This is an optimization exercise on Yosys and OpenROAD, whose aim is small area and a short achievable clock period, not a production implementation. Function was checked by simulation only, so behaviour that the tests miss may differ from the original. Power and IR drop assume default switching activity.

## job 5580
## iir_filter_threefold
module iir_filter_threefold(clk,rst,x,y);
input clk;
input rst;
input [19:0] x;
output reg [19:0] y;
reg rr;
reg pa, pb, pc;
reg [19:0] ob;           
reg [19:1] v;            
reg [17:0] h2, h3n, h4;  
reg [16:0] h5n;          
wire [18:0] ap = v;
wire [18:0] bp = ob[19:1];
wire [18:0] p0 = ap ^ bp;
wire [18:0] g0 = ap & bp;
wire gg1 = g0[1] | (p0[1] & g0[0]);
wire gg2 = g0[3] | (p0[3] & g0[2]);
wire pp2 = p0[3] & p0[2];
wire gg3 = g0[5] | (p0[5] & g0[4]);
wire pp3 = p0[5] & p0[4];
wire gg4 = g0[7] | (p0[7] & g0[6]);
wire pp4 = p0[7] & p0[6];
wire gg5 = g0[9] | (p0[9] & g0[8]);
wire pp5 = p0[9] & p0[8];
wire gg6 = g0[11] | (p0[11] & g0[10]);
wire pp6 = p0[11] & p0[10];
wire gg7 = g0[13] | (p0[13] & g0[12]);
wire pp7 = p0[13] & p0[12];
wire gg8 = g0[15] | (p0[15] & g0[14]);
wire pp8 = p0[15] & p0[14];
wire gg9 = g0[17] | (p0[17] & g0[16]);
wire pp9 = p0[17] & p0[16];
wire gg10 = g0[2] | (p0[2] & gg1);
wire gg11 = gg2 | (pp2 & gg1);
wire gg12 = g0[6] | (p0[6] & gg3);
wire pp12 = p0[6] & pp3;
wire gg13 = gg4 | (pp4 & gg3);
wire pp13 = pp4 & pp3;
wire gg14 = g0[10] | (p0[10] & gg5);
wire pp14 = p0[10] & pp5;
wire gg15 = gg6 | (pp6 & gg5);
wire pp15 = pp6 & pp5;
wire gg16 = g0[14] | (p0[14] & gg7);
wire pp16 = p0[14] & pp7;
wire gg17 = gg8 | (pp8 & gg7);
wire pp17 = pp8 & pp7;
wire gg18 = g0[18] | (p0[18] & gg9);
wire pp18 = p0[18] & pp9;
wire gg19 = g0[4] | (p0[4] & gg11);
wire gg20 = gg3 | (pp3 & gg11);
wire gg21 = gg12 | (pp12 & gg11);
wire gg22 = gg13 | (pp13 & gg11);
wire gg23 = g0[12] | (p0[12] & gg15);
wire pp23 = p0[12] & pp15;
wire gg24 = gg7 | (pp7 & gg15);
wire pp24 = pp7 & pp15;
wire gg25 = gg16 | (pp16 & gg15);
wire pp25 = pp16 & pp15;
wire gg26 = gg17 | (pp17 & gg15);
wire pp26 = pp17 & pp15;
wire gg27 = g0[8] | (p0[8] & gg22);
wire gg28 = gg5 | (pp5 & gg22);
wire gg29 = gg14 | (pp14 & gg22);
wire gg30 = gg15 | (pp15 & gg22);
wire gg31 = gg23 | (pp23 & gg22);
wire gg32 = gg24 | (pp24 & gg22);
wire gg33 = gg25 | (pp25 & gg22);
wire gg34 = gg26 | (pp26 & gg22);
wire gg35 = g0[16] | (p0[16] & gg34);
wire gg36 = gg9 | (pp9 & gg34);
wire gg37 = gg18 | (pp18 & gg34);
  ...
Size: roughly 130 flip-flops, ~42 I/O pins, roughly 5100 µm² of cells after synthesis.
==> flow/config.mk <==
export PLATFORM = sky130hd
export DESIGN_NAME = iir_filter_threefold
export DESIGN_NICKNAME = iir_filter_threefold
export VERILOG_FILES = /design/flow/design.v
export SDC_FILE = /design/flow/constraint.sdc
export NUM_CORES = 4
export LEC_CHECK = 0
export ABC_AREA = 1
export CAP_MARGIN = 20
export CORE_MARGIN = 2
export CORE_UTILIZATION = 40
export SETUP_SLACK_MARGIN = 4.0
export SLEW_MARGIN = 20
==> flow/constraint.sdc <==
create_clock -name core_clock -period 6.0 [get_ports {clk}]
set_input_delay 1.2000 -clock core_clock [delete_from_list [all_inputs] [get_ports {clk}]]
set_output_delay 1.2000 -clock core_clock [all_outputs]
set_load 0.01 [all_outputs]
standard.sh (not shown) runs the stock make flow with config.mk's settings and CLKGATE_MAP_FILE= SYNTH_SCRIPT=/design/flow/synth_recipe.tcl, a recipe that flattens the netlist after the stock synthesis.
==> flow/flow/run.sh <==
#!/bin/bash
# Own layout flow: the standard ORFS flow (standard synthesis unchanged), with
#  - plain buf_1 port buffers (resized later as timing needs),
#  - resizing not tied to cell footprints,
#  - a clock tree of clkbuf_8 leaf buffers under a clkbuf_16 root, without dummy loads.
set -euo pipefail
bash standard.sh \
  "BUFFER_PORTS_ARGS=-buffer_cell sky130_fd_sc_hd__buf_1" \
  "MATCH_CELL_FOOTPRINT=0" \
  "CTS_ARGS=-sink_clustering_enable -repair_clock_nets -dont_use_dummy_load -buf_list sky130_fd_sc_hd__clkbuf_8 -root_buf sky130_fd_sc_hd__clkbuf_16" \
  finish > flow_make.log 2>&1
Job 5580 has completed all stages; timing, DRC and antenna checks passed.
[inputs] job 4630 vs job 5580
Settings: a change of SETUP_SLACK_MARGIN from 4.0 to 3.9.
Notes after the runs:
- Looking at overall power, job 4630 sits below job 5580.
- In the flow results for job 5580 and job 4630, the hold slack is smaller on job 4630.
- Diff job 5580 -> job 4630: routed length on met1 shows a reduction of 210 µm; total wirelength of the detailed-routed design shows a reduction of about 3.3%.
- Final area shrinks by a few percent when moving from job 5580 to job 4630.
- When the final numbers for job 5580 and job 4630 were put side by side, the combined global-route utilization of all metal layers turned out to be greater in job 5580.
- In job 4630, the portion of the clock cycle consumed by the worst path in the final layout came out 0.21 points above the value in job 5580.
- For leakage power, dividing the value from job 5580 by the value from job 4630 gives 1.06.
- Job 4630 vs job 5580 — number of filler instances in the final layout rose about 4.4%.
Input-level comparison between job 6481 and job 4630:
Settings: swapping 40 for 35 in CORE_UTILIZATION.
- Diff job 4630 -> job 6481: non-clock inverter total of the final layout level, via count normalized by instance count moved up.
- Job 6481 -> job 4630: power attributed to combinational cells flat
- Looking at sequential cell area in the final layout, job 6481 sits about 0.33% above job 4630.
- Post-layout total power sits higher in job 6481 than in job 4630.
- Comparing job 4630 against job 6481, there is no change at all in critical path depth.
- Looking at final cycle utilization of the critical path, job 6481 sits 0.20 points higher than job 4630 does.
- Final area (job 6481 vs. job 4630) increases slightly
- Job 6481 | status: complete | timing, DRC, antenna: pass
- Job 4630 ran to completion and came out clean on the timing, design-rule and antenna checks.
- Going from job 4630 to job 6481, initial core utilization shrinks by 5.3 points.
Edits applied to the flow inputs when going from job 6481 to job 4091:
Settings: changing CORE_UTILIZATION from 35 to 55.
==> results.txt <==
Status | job 4091 and job 6481 | clean. Taking job 6481 as the reference, in job 4091 clock-cell share of area did not really move; ratio of routed vias to standard cells increased by 0.40 relative to the old numbers; setup slack saw a decrease. Final RePlAce weighted congestion came out higher on job 4091 than on job 6481. Sequential cell count came out exactly the same in job 4091 and job 6481. Job 4091 ends up with a global routing met2 resource utilization that is 13 points higher than in job 6481. Re worst hold margin: job 6481 was lower than job 4091. Going from job 6481 to job 4091, the final area was found to have gone down by 1.7%.

-- what the ideal ports hide --
How much do the figures lean on ideal ports? The routed layouts below were timed once more, with nothing changed but the port constraints. Step 1 assumes that a clkbuf_16 drives the clock port and a buf_2 every other input. Step 2, shift: input delay + t, output delay - t, t = (earliest + latest rising clock arrival at the registers) / 2. This alone moves slack from input paths to output paths. Three values: no drivers, after step 1, after step 2; two values: the first two.
run | t, ns | setup slack, ns | worst register clock-pin slew, ns
job 5580 | 0.381 | 3.950 / 3.941 / 3.852 | 0.08 / 0.08
job 4630 | 0.379 | 3.938 / 3.912 / 3.762 | 0.07 / 0.07
job 6481 | 0.392 | 3.926 / 3.893 / 3.827 | 0.07 / 0.07
job 4091 | 0.384 | 3.920 / 3.903 / 3.797 | 0.08 / 0.08
After both steps setup and hold are still met in every run listed. For job 4630, which loses most, drivers alone change the setup slack by -0.026 ns; drivers and shift together by -0.176 ns.
